Source: an optimization exercise on an open RTL-to-GDS flow (aim: small area and a short achievable clock period). Production flows keep margins and buffers that such runs may drop.
At most, simulation tests tie the RTL to the original design; equivalence was not proved.
Power figures rest on the tool's default switching activity, not on a simulated workload.

==> inputs of job 379 <==
// lampFPU_FMA
module lampFPU_FMA( clk,rst,
sign_op1_i,mant_op1_i,exp_op1_i,isZ_op1_i,isInf_op1_i, isSNAN_op1_i, isQNAN_op1_i,
sign_op2_i,mant_op2_i,exp_op2_i,isZ_op2_i,isInf_op2_i, isSNAN_op2_i, isQNAN_op2_i,
sign_op3_i,mant_op3_i,exp_op3_i,isInf_op3_i, isSNAN_op3_i, isQNAN_op3_i,
doFMU_i,is_mult_sub_i,is_add_sub_i,  
res_sign_o,res_mant_o, res_exp_o,
is_Overflow_o,is_Underflow_o,is_to_round_o,valid_o
);
input clk,rst;
input [F_SIGN-1:0]          sign_op1_i;
input [(F_MANT-1)+1:0]      mant_op1_i;  
input [(F_EXP-1)+1:0]       exp_op1_i;
input                       isZ_op1_i;
input						isInf_op1_i;
input						isSNAN_op1_i;
input						isQNAN_op1_i;
input [F_SIGN-1:0]          sign_op2_i;
input [(F_MANT-1)+1:0]      mant_op2_i;  
input [(F_EXP-1)+1:0]       exp_op2_i;
input                       isZ_op2_i;
input						isInf_op2_i;
input						isSNAN_op2_i;
input						isQNAN_op2_i;
input [F_SIGN-1:0]          sign_op3_i;
input [(F_MANT-1)+1:0]      mant_op3_i;  
input [(F_EXP+1)-1:0]       exp_op3_i;
input						isInf_op3_i;
input						isSNAN_op3_i;
input						isQNAN_op3_i;
input                       doFMU_i;
input                       is_mult_sub_i;
input                       is_add_sub_i;
output logic [F_SIGN-1:0]          res_sign_o;
output logic [5+(F_MANT-1):0]      res_mant_o;  
output logic [F_EXP-1:0]           res_exp_o;
output logic                       is_Overflow_o;
output logic                       is_Underflow_o;
output logic                       is_to_round_o;
output logic                       valid_o;
	function automatic logic[3:0] FUNC_calcInfNanRes (
  ...
export LEC_CHECK = 0
export ABC_AREA = 1
export CAP_MARGIN = 20
export CORE_MARGIN = 2
export CORE_UTILIZATION = 40
export SETUP_SLACK_MARGIN = 3
export SLEW_MARGIN = 20
create_clock -name core_clock -period 10.0 [get_ports {clk}]
standard.sh (not shown) runs the stock make flow with config.mk's settings and CLKGATE_MAP_FILE= SYNTH_SCRIPT=/design/flow/synth_recipe.tcl, a recipe that flattens the netlist after the stock synthesis.
==> flow/flow/run.sh <==
#!/bin/bash
# Standard layout, except that the port buffers are buf_1 cells instead of
# the delay-cell buffers buffer_ports picks by default. Every port still gets a buffer.
set -euo pipefail
bash standard.sh BUFFER_PORTS_ARGS="-buffer_cell sky130_fd_sc_hd__buf_1" finish > standard_make.log 2>&1
==> job 4255 (differences from job 379) <==
--- a/flow/design.v
+++ b/flow/design.v
@@ -211,15 +211,15 @@
 			     7'b11_11_11_1:begin isNanRes = 1; isInfRes = 0; signRes = 1;   end
 			endcase
 		end
 		FUNC_calcInfNanRes = {isValidRes, isInfRes, isNanRes, signRes};
 	endfunction    
 logic [15:0] prod;
 logic [8:0]  exp_prod;
-logic [10:0] align;              
+logic signed [10:0] align;       
 logic        op3_only;           
 logic        mult_sign, do_sub;
 logic [23:0] op3_al;
 logic [8:0]  exp_pre;
 logic        chk_valid, chk_inf, chk_nan, chk_sign, chk_spec;
 logic [15:0] prod_r;             
 logic [23:0] op3_r;              
@@ -229,19 +229,19 @@
 logic [7:0]  exp_r;
 logic        sign_gt_r, sign_le_r;   
 logic        force_ff_r, nan_r, ovf_r, noround_r, valid_r;
 always_comb begin
     mult_sign = sign_op1_i ^ sign_op2_i;
     prod      = mant_op1_i * mant_op2_i;
     exp_prod  = exp_op1_i + exp_op2_i - 9'd127;
-    align     = {2'b0, exp_prod} - {2'b0, exp_op3_i} + 11'd9;
-    op3_only  = align[10];
+    align     = $signed({2'b0, exp_prod}) - $signed({2'b0, exp_op3_i}) + 11'sd9;
+    op3_only  = align < 0;
     if (op3_only)
         op3_al = {9'b0, mant_op3_i, 7'b0};
-    else if (align > 11'd23)
+    else if (align > 23)
         op3_al = '0;
     else
         op3_al = {mant_op3_i, 16'b0} >> align[4:0];
     do_sub    = sign_op1_i ^ sign_op2_i ^ sign_op3_i ^ is_mult_sub_i ^ is_add_sub_i;
     exp_pre   = op3_only ? exp_op3_i : exp_prod;
     {chk_valid, chk_inf, chk_nan, chk_sign} = FUNC_calcInfNanRes(
         is_mult_sub_i, is_add_sub_i,
@@ -266,16 +266,16 @@
         ovf_r      <= 1'b0;
         noround_r  <= 1'b0;
         valid_r    <= 1'b0;
     end else begin
         prod_r     <= op3_only ? 16'b0 : prod;
         op3_r      <= op3_al ^ {24{do_sub & ~op3_only}};
         sub_r      <= do_sub & ~op3_only;
-        exp_gt_r   <= ~align[10] & (align > 11'd9);
-        exp_eq_r   <= align == 11'd9;
+        exp_gt_r   <= align > 9;
+        exp_eq_r   <= align == 9;
         exp_r      <= exp_pre[7:0];
         sign_gt_r  <= chk_spec ? chk_sign : (mult_sign ^ is_mult_sub_i);
         sign_le_r  <= chk_spec ? chk_sign : (sign_op3_i ^ is_add_sub_i);
         force_ff_r <= chk_spec | exp_pre[8];
         nan_r      <= chk_nan & ~chk_inf;
         ovf_r      <= ~chk_spec & exp_pre[8];
         noround_r  <= chk_spec | chk_valid;
@@ -283,15 +283,15 @@
     end
 end
 logic        mult_gt;
 logic [24:0] add_a, add_b, add_p, add_g, grp_g, grp_p, carry, sum;
 logic [31:0] n0, n1, n2, n3, n4, n5;
 logic [4:0]  lz;
 logic        sum_zero;
-logic [9:0]  exp_adj;            
+logic signed [9:0] exp_adj;
 logic        unf;
 logic [11:0] mant_n;
 logic [7:0]  exp_n;
 always_comb begin
     mult_gt = exp_gt_r | (exp_eq_r & (prod_r[14:7] > (op3_r[14:7] ^ {8{sub_r}})));
     add_a = {9'b0, prod_r};
     add_b = {sub_r, op3_r};
@@ -312,16 +312,16 @@
     n0 = {sum[23:0], 8'b0};
     lz[4] = ~|n0[31:16]; n1 = lz[4] ? {n0[15:0], 16'b0} : n0;
     lz[3] = ~|n1[31:24]; n2 = lz[3] ? {n1[23:0], 8'b0}  : n1;
     lz[2] = ~|n2[31:28]; n3 = lz[2] ? {n2[27:0], 4'b0}  : n2;
     lz[1] = ~|n3[31:30]; n4 = lz[1] ? {n3[29:0], 2'b0}  : n3;
     lz[0] = ~n4[31];     n5 = lz[0] ? {n4[30:0], 1'b0}  : n4;
     sum_zero = ~n5[31];
-    exp_adj  = sum_zero ? {2'b0, exp_r} : {2'b0, exp_r} + 10'd9 - {5'b0, lz};
-    unf      = exp_adj[9];
+    exp_adj  = sum_zero ? $signed({2'b0, exp_r}) : $signed({2'b0, exp_r}) + 10'sd9 - $signed({5'b0, lz});
+    unf      = exp_adj < 0;
     mant_n   = {sum[24] & (lz == 5'd0), n5[31:22], |n5[21:17]};
     exp_n    = unf ? 8'b0 : exp_adj[7:0];
 end
 always_ff @(posedge clk) begin
     if (rst) begin
         res_sign_o     <= 1'b0;
         res_mant_o     <= '0;
==> flow/run.sh (new file) <==
#!/bin/bash
# synth_recipe.tcl (not shown) runs the flow's synth.tcl, then flattens the netlist and writes it again
# the make line also repeats each setting of config.mk as NAME=value (left out here)
make -C /OpenROAD-flow-scripts/flow DESIGN_CONFIG=/design/flow/config.mk WORK_HOME=/design/flow/orfs CLKGATE_MAP_FILE= SYNTH_SCRIPT=/design/flow/synth_recipe.tcl finish
ABC_AREA = default   (was 1)
SETUP_SLACK_MARGIN = 4   (was 3)
removed: flow/flow/run.sh
removed: flow/standard.sh
==> job 8484 (differences from job 379) <==
--- a/flow/design.v
+++ b/flow/design.v
@@ -216,21 +216,22 @@
 logic [15:0] prod;
 logic [8:0]  exp_prod;
 logic [10:0] align;              
 logic        op3_only;           
 logic        mult_sign, do_sub;
 logic [23:0] op3_al;
 logic [8:0]  exp_pre;
+logic [8:0]  exp9_prod, exp9_op3;
 logic        chk_valid, chk_inf, chk_nan, chk_sign, chk_spec;
 logic [15:0] prod_r;             
 logic [23:0] op3_r;              
 logic        sub_r;              
 logic        exp_gt_r;           
 logic        exp_eq_r;           
-logic [7:0]  exp_r;
+logic [8:0]  exp9_r;             
 logic        sign_gt_r, sign_le_r;   
 logic        force_ff_r, nan_r, ovf_r, noround_r, valid_r;
 always_comb begin
     mult_sign = sign_op1_i ^ sign_op2_i;
     prod      = mant_op1_i * mant_op2_i;
     exp_prod  = exp_op1_i + exp_op2_i - 9'd127;
     align     = {2'b0, exp_prod} - {2'b0, exp_op3_i} + 11'd9;
@@ -239,14 +240,16 @@
         op3_al = {9'b0, mant_op3_i, 7'b0};
     else if (align > 11'd23)
         op3_al = '0;
     else
         op3_al = {mant_op3_i, 16'b0} >> align[4:0];
     do_sub    = sign_op1_i ^ sign_op2_i ^ sign_op3_i ^ is_mult_sub_i ^ is_add_sub_i;
     exp_pre   = op3_only ? exp_op3_i : exp_prod;
+    exp9_prod = {1'b0, exp_prod[7:0]} + 9'd9;
+    exp9_op3  = {1'b0, exp_op3_i[7:0]} + 9'd9;
     {chk_valid, chk_inf, chk_nan, chk_sign} = FUNC_calcInfNanRes(
         is_mult_sub_i, is_add_sub_i,
         isZ_op1_i, isInf_op1_i, isSNAN_op1_i, isQNAN_op1_i,
         isZ_op2_i, isInf_op2_i, isSNAN_op2_i, isQNAN_op2_i,
         mult_sign, sign_op3_i,
         isInf_op3_i, isSNAN_op3_i, isQNAN_op3_i);
     chk_spec  = chk_inf | chk_nan;
@@ -254,43 +257,45 @@
 always_ff @(posedge clk) begin
     if (rst) begin
         prod_r     <= '0;
         op3_r      <= '0;
         sub_r      <= 1'b0;
         exp_gt_r   <= 1'b0;
         exp_eq_r   <= 1'b0;
-        exp_r      <= '0;
+        exp9_r     <= '0;
         sign_gt_r  <= 1'b0;
         sign_le_r  <= 1'b0;
         force_ff_r <= 1'b0;
         nan_r      <= 1'b0;
         ovf_r      <= 1'b0;
         noround_r  <= 1'b0;
         valid_r    <= 1'b0;
     end else begin
         prod_r     <= op3_only ? 16'b0 : prod;
         op3_r      <= op3_al ^ {24{do_sub & ~op3_only}};
         sub_r      <= do_sub & ~op3_only;
         exp_gt_r   <= ~align[10] & (align > 11'd9);
         exp_eq_r   <= align == 11'd9;
-        exp_r      <= exp_pre[7:0];
+        exp9_r     <= (op3_only ? exp9_op3 : exp9_prod) ^ 9'd9;
         sign_gt_r  <= chk_spec ? chk_sign : (mult_sign ^ is_mult_sub_i);
         sign_le_r  <= chk_spec ? chk_sign : (sign_op3_i ^ is_add_sub_i);
         force_ff_r <= chk_spec | exp_pre[8];
         nan_r      <= chk_nan & ~chk_inf;
         ovf_r      <= ~chk_spec & exp_pre[8];
         noround_r  <= chk_spec | chk_valid;
         valid_r    <= doFMU_i;
     end
 end
 logic        mult_gt;
 logic [24:0] add_a, add_b, add_p, add_g, grp_g, grp_p, carry, sum;
 logic [31:0] n0, n1, n2, n3, n4, n5;
 logic [4:0]  lz;
 logic        sum_zero;
+logic [8:0]  exp9;
+logic [7:0]  exp_z;
 logic [9:0]  exp_adj;            
 logic        unf;
 logic [11:0] mant_n;
 logic [7:0]  exp_n;
 always_comb begin
     mult_gt = exp_gt_r | (exp_eq_r & (prod_r[14:7] > (op3_r[14:7] ^ {8{sub_r}})));
     add_a = {9'b0, prod_r};
@@ -311,19 +316,21 @@
     sum = add_p ^ carry ^ {sub_r & mult_gt, {24{sub_r & ~mult_gt}}};
     n0 = {sum[23:0], 8'b0};
     lz[4] = ~|n0[31:16]; n1 = lz[4] ? {n0[15:0], 16'b0} : n0;
     lz[3] = ~|n1[31:24]; n2 = lz[3] ? {n1[23:0], 8'b0}  : n1;
     lz[2] = ~|n2[31:28]; n3 = lz[2] ? {n2[27:0], 4'b0}  : n2;
     lz[1] = ~|n3[31:30]; n4 = lz[1] ? {n3[29:0], 2'b0}  : n3;
     lz[0] = ~n4[31];     n5 = lz[0] ? {n4[30:0], 1'b0}  : n4;
-    sum_zero = ~n5[31];
-    exp_adj  = sum_zero ? {2'b0, exp_r} : {2'b0, exp_r} + 10'd9 - {5'b0, lz};
-    unf      = exp_adj[9];
+    sum_zero = ~|sum[23:0];
+    exp9     = exp9_r ^ 9'd9;
+    exp_z    = exp9[7:0] - 8'd9;
+    exp_adj  = {1'b0, exp9} - {5'b0, lz};
+    unf      = ~sum_zero & exp_adj[9];
     mant_n   = {sum[24] & (lz == 5'd0), n5[31:22], |n5[21:17]};
-    exp_n    = unf ? 8'b0 : exp_adj[7:0];
+    exp_n    = sum_zero ? exp_z : (unf ? 8'b0 : exp_adj[7:0]);
 end
 always_ff @(posedge clk) begin
     if (rst) begin
         res_sign_o     <= 1'b0;
         res_mant_o     <= '0;
         res_exp_o      <= '0;
         is_Overflow_o  <= 1'b0;
CTS_BUF_LIST = sky130_fd_sc_hd__clkbuf_8   (was default)
GPL_ROUTABILITY_DRIVEN = 0   (was default)
SETUP_SLACK_MARGIN = 4   (was 3)
TNS_END_PERCENT = 10   (was default)
==> job 7897 (differences from job 379) <==
--- a/flow/design.v
+++ b/flow/design.v
@@ -211,15 +211,15 @@
 			     7'b11_11_11_1:begin isNanRes = 1; isInfRes = 0; signRes = 1;   end
 			endcase
 		end
 		FUNC_calcInfNanRes = {isValidRes, isInfRes, isNanRes, signRes};
 	endfunction    
 logic [15:0] prod;
 logic [8:0]  exp_prod;
-logic [10:0] align;              
+logic signed [10:0] align;       
 logic        op3_only;           
 logic        mult_sign, do_sub;
 logic [23:0] op3_al;
 logic [8:0]  exp_pre;
 logic        chk_valid, chk_inf, chk_nan, chk_sign, chk_spec;
 logic [15:0] prod_r;             
 logic [23:0] op3_r;              
@@ -229,19 +229,19 @@
 logic [7:0]  exp_r;
 logic        sign_gt_r, sign_le_r;   
 logic        force_ff_r, nan_r, ovf_r, noround_r, valid_r;
 always_comb begin
     mult_sign = sign_op1_i ^ sign_op2_i;
     prod      = mant_op1_i * mant_op2_i;
     exp_prod  = exp_op1_i + exp_op2_i - 9'd127;
-    align     = {2'b0, exp_prod} - {2'b0, exp_op3_i} + 11'd9;
-    op3_only  = align[10];
+    align     = $signed({2'b0, exp_prod}) - $signed({2'b0, exp_op3_i}) + 11'sd9;
+    op3_only  = align < 0;
     if (op3_only)
         op3_al = {9'b0, mant_op3_i, 7'b0};
-    else if (align > 11'd23)
+    else if (align > 23)
         op3_al = '0;
     else
         op3_al = {mant_op3_i, 16'b0} >> align[4:0];
     do_sub    = sign_op1_i ^ sign_op2_i ^ sign_op3_i ^ is_mult_sub_i ^ is_add_sub_i;
     exp_pre   = op3_only ? exp_op3_i : exp_prod;
     {chk_valid, chk_inf, chk_nan, chk_sign} = FUNC_calcInfNanRes(
         is_mult_sub_i, is_add_sub_i,
@@ -266,16 +266,16 @@
         ovf_r      <= 1'b0;
         noround_r  <= 1'b0;
         valid_r    <= 1'b0;
     end else begin
         prod_r     <= op3_only ? 16'b0 : prod;
         op3_r      <= op3_al ^ {24{do_sub & ~op3_only}};
         sub_r      <= do_sub & ~op3_only;
-        exp_gt_r   <= ~align[10] & (align > 11'd9);
-        exp_eq_r   <= align == 11'd9;
+        exp_gt_r   <= align > 9;
+        exp_eq_r   <= align == 9;
         exp_r      <= exp_pre[7:0];
         sign_gt_r  <= chk_spec ? chk_sign : (mult_sign ^ is_mult_sub_i);
         sign_le_r  <= chk_spec ? chk_sign : (sign_op3_i ^ is_add_sub_i);
         force_ff_r <= chk_spec | exp_pre[8];
         nan_r      <= chk_nan & ~chk_inf;
         ovf_r      <= ~chk_spec & exp_pre[8];
         noround_r  <= chk_spec | chk_valid;
@@ -283,15 +283,15 @@
     end
 end
 logic        mult_gt;
 logic [24:0] add_a, add_b, add_p, add_g, grp_g, grp_p, carry, sum;
 logic [31:0] n0, n1, n2, n3, n4, n5;
 logic [4:0]  lz;
 logic        sum_zero;
-logic [9:0]  exp_adj;            
+logic signed [9:0] exp_adj;
 logic        unf;
 logic [11:0] mant_n;
 logic [7:0]  exp_n;
 always_comb begin
     mult_gt = exp_gt_r | (exp_eq_r & (prod_r[14:7] > (op3_r[14:7] ^ {8{sub_r}})));
     add_a = {9'b0, prod_r};
     add_b = {sub_r, op3_r};
@@ -312,16 +312,16 @@
     n0 = {sum[23:0], 8'b0};
     lz[4] = ~|n0[31:16]; n1 = lz[4] ? {n0[15:0], 16'b0} : n0;
     lz[3] = ~|n1[31:24]; n2 = lz[3] ? {n1[23:0], 8'b0}  : n1;
     lz[2] = ~|n2[31:28]; n3 = lz[2] ? {n2[27:0], 4'b0}  : n2;
     lz[1] = ~|n3[31:30]; n4 = lz[1] ? {n3[29:0], 2'b0}  : n3;
     lz[0] = ~n4[31];     n5 = lz[0] ? {n4[30:0], 1'b0}  : n4;
     sum_zero = ~n5[31];
-    exp_adj  = sum_zero ? {2'b0, exp_r} : {2'b0, exp_r} + 10'd9 - {5'b0, lz};
-    unf      = exp_adj[9];
+    exp_adj  = sum_zero ? $signed({2'b0, exp_r}) : $signed({2'b0, exp_r}) + 10'sd9 - $signed({5'b0, lz});
+    unf      = exp_adj < 0;
     mant_n   = {sum[24] & (lz == 5'd0), n5[31:22], |n5[21:17]};
     exp_n    = unf ? 8'b0 : exp_adj[7:0];
 end
 always_ff @(posedge clk) begin
     if (rst) begin
         res_sign_o     <= 1'b0;
         res_mant_o     <= '0;
==> out/summary.txt <==
run status -> complete, no violations
Avg Cell Area, Syn -> 6.19 µm²
RSZ-0062 raised after global routing -> true
Total Routed Length -> 25.6 mm
Worst Path Arrival -> 6.03 ns
Worst Max-Slew Pin Slew -> 0.820 ns
multi-input gates -> 1190
pwr dens -> 282 nW/µm²
drt via density -> 4.84
met3 Usage GRT -> 2.29%
Final non-clock buffer share -> 7.86%
combinational share of power -> 78.8%
GRT Overall Usage -> 18.9%
top post-synthesis cells by area -> nand2_1, dfxtp_1, ha_1, inv_1, fa_1
Source of the figures above: job 8484

==> out/summary.txt <==
run status -> complete, no violations
multi-input gates -> 972
drt via density -> 5.51
Total Routed Length -> 27.5 mm
met3 Usage GRT -> 2.61%
pwr dens -> 312 nW/µm²
GRT Overall Usage -> 21.1%
Final non-clock buffer share -> 12.3%
Avg Cell Area, Syn -> 7.81 µm²
Worst Max-Slew Pin Slew -> 0.860 ns
RSZ-0062 raised after global routing -> true
Source of the figures above: job 4255

==> out/summary.txt <==
met3 Usage GRT -> 2.05%
Worst Max-Slew Pin Slew -> 0.961 ns
ys async rst share -> 0%
drt via density -> 4.83
Yosys top cell area share -> 16.8%
Final non-clock buffer share -> 4.01%
Total Routed Length -> 23.8 mm
RSZ-0062 raised after global routing -> false
n_taps -> 324
run status -> complete, no violations
Layout Nets -> 1823
pwr dens -> 284 nW/µm²
Post-CTS Resized -> 4
multi-input gates -> 1126
Worst Path Arrival -> 6.75 ns
top post-synthesis cells by area -> dfxtp_1, nand2_1, ha_1, inv_1, fa_1
Source of the figures above: job 379

==> out/summary.txt <==
pwr dens -> 271 nW/µm²
combinational share of power -> 72.5%
Total Routed Length -> 23.9 mm
GRT Overall Usage -> 18.6%
Final non-clock buffer share -> 3.62%
drt via density -> 4.85
met3 Usage GRT -> 2.08%
Avg Cell Area, Syn -> 6.35 µm²
run status -> complete, no violations
Int Power -> 1.33 mW
RSZ-0062 raised after global routing -> true
top post-synthesis cells by area -> dfxtp_1, nand2_1, ha_1, inv_1, fa_1
via count -> 9430
Source of the figures above: job 7897

Function not checked in job 4255 and job 7897: the RTL went through the layout flow alone.

re-timing with driven ports:
In the flow no input, the clock included, has a driving cell. The finished layouts below were timed again as built, in two steps. Step 1: set_driving_cell puts a clkbuf_16 on clk and a buf_2 on each other input, an assumption about the parent block. Step 2 moves the port delays by t, midway between the first and last clock arrival at a register: inputs arrive t later, outputs are due t later. That takes back most of the time a late clock gives input paths. Slacks: ideal ports / drivers / drivers and shift; pairs: ideal ports / drivers.
run | t, ns | setup slack, ns | worst hold slack (ns) | latest minus earliest clock arrival (ns) | worst slew at a driven data input, ns
job 379 | 0.381 | 3.483 / 3.483 / 3.259 | 0.390 / 0.390 / 0.390 | 0.012 / 0.012 | 0.04
job 4255 | 0.396 | 3.667 / 3.667 / 3.667 | 0.384 / 0.384 / 0.384 | 0.012 / 0.011 | 0.05
job 8484 | 0.408 | 4.241 / 4.241 / 3.861 | 0.381 / 0.381 / 0.381 | 0.013 / 0.013 | 0.04
job 7897 | 0.390 | 3.542 / 3.564 / 3.174 | 0.387 / 0.387 / 0.387 | 0.005 / 0.006 | 0.04
After both steps setup and hold are still met in every run listed. For job 8484, which loses most, drivers alone change the setup slack by 0.000 ns; drivers and shift together by -0.380 ns.
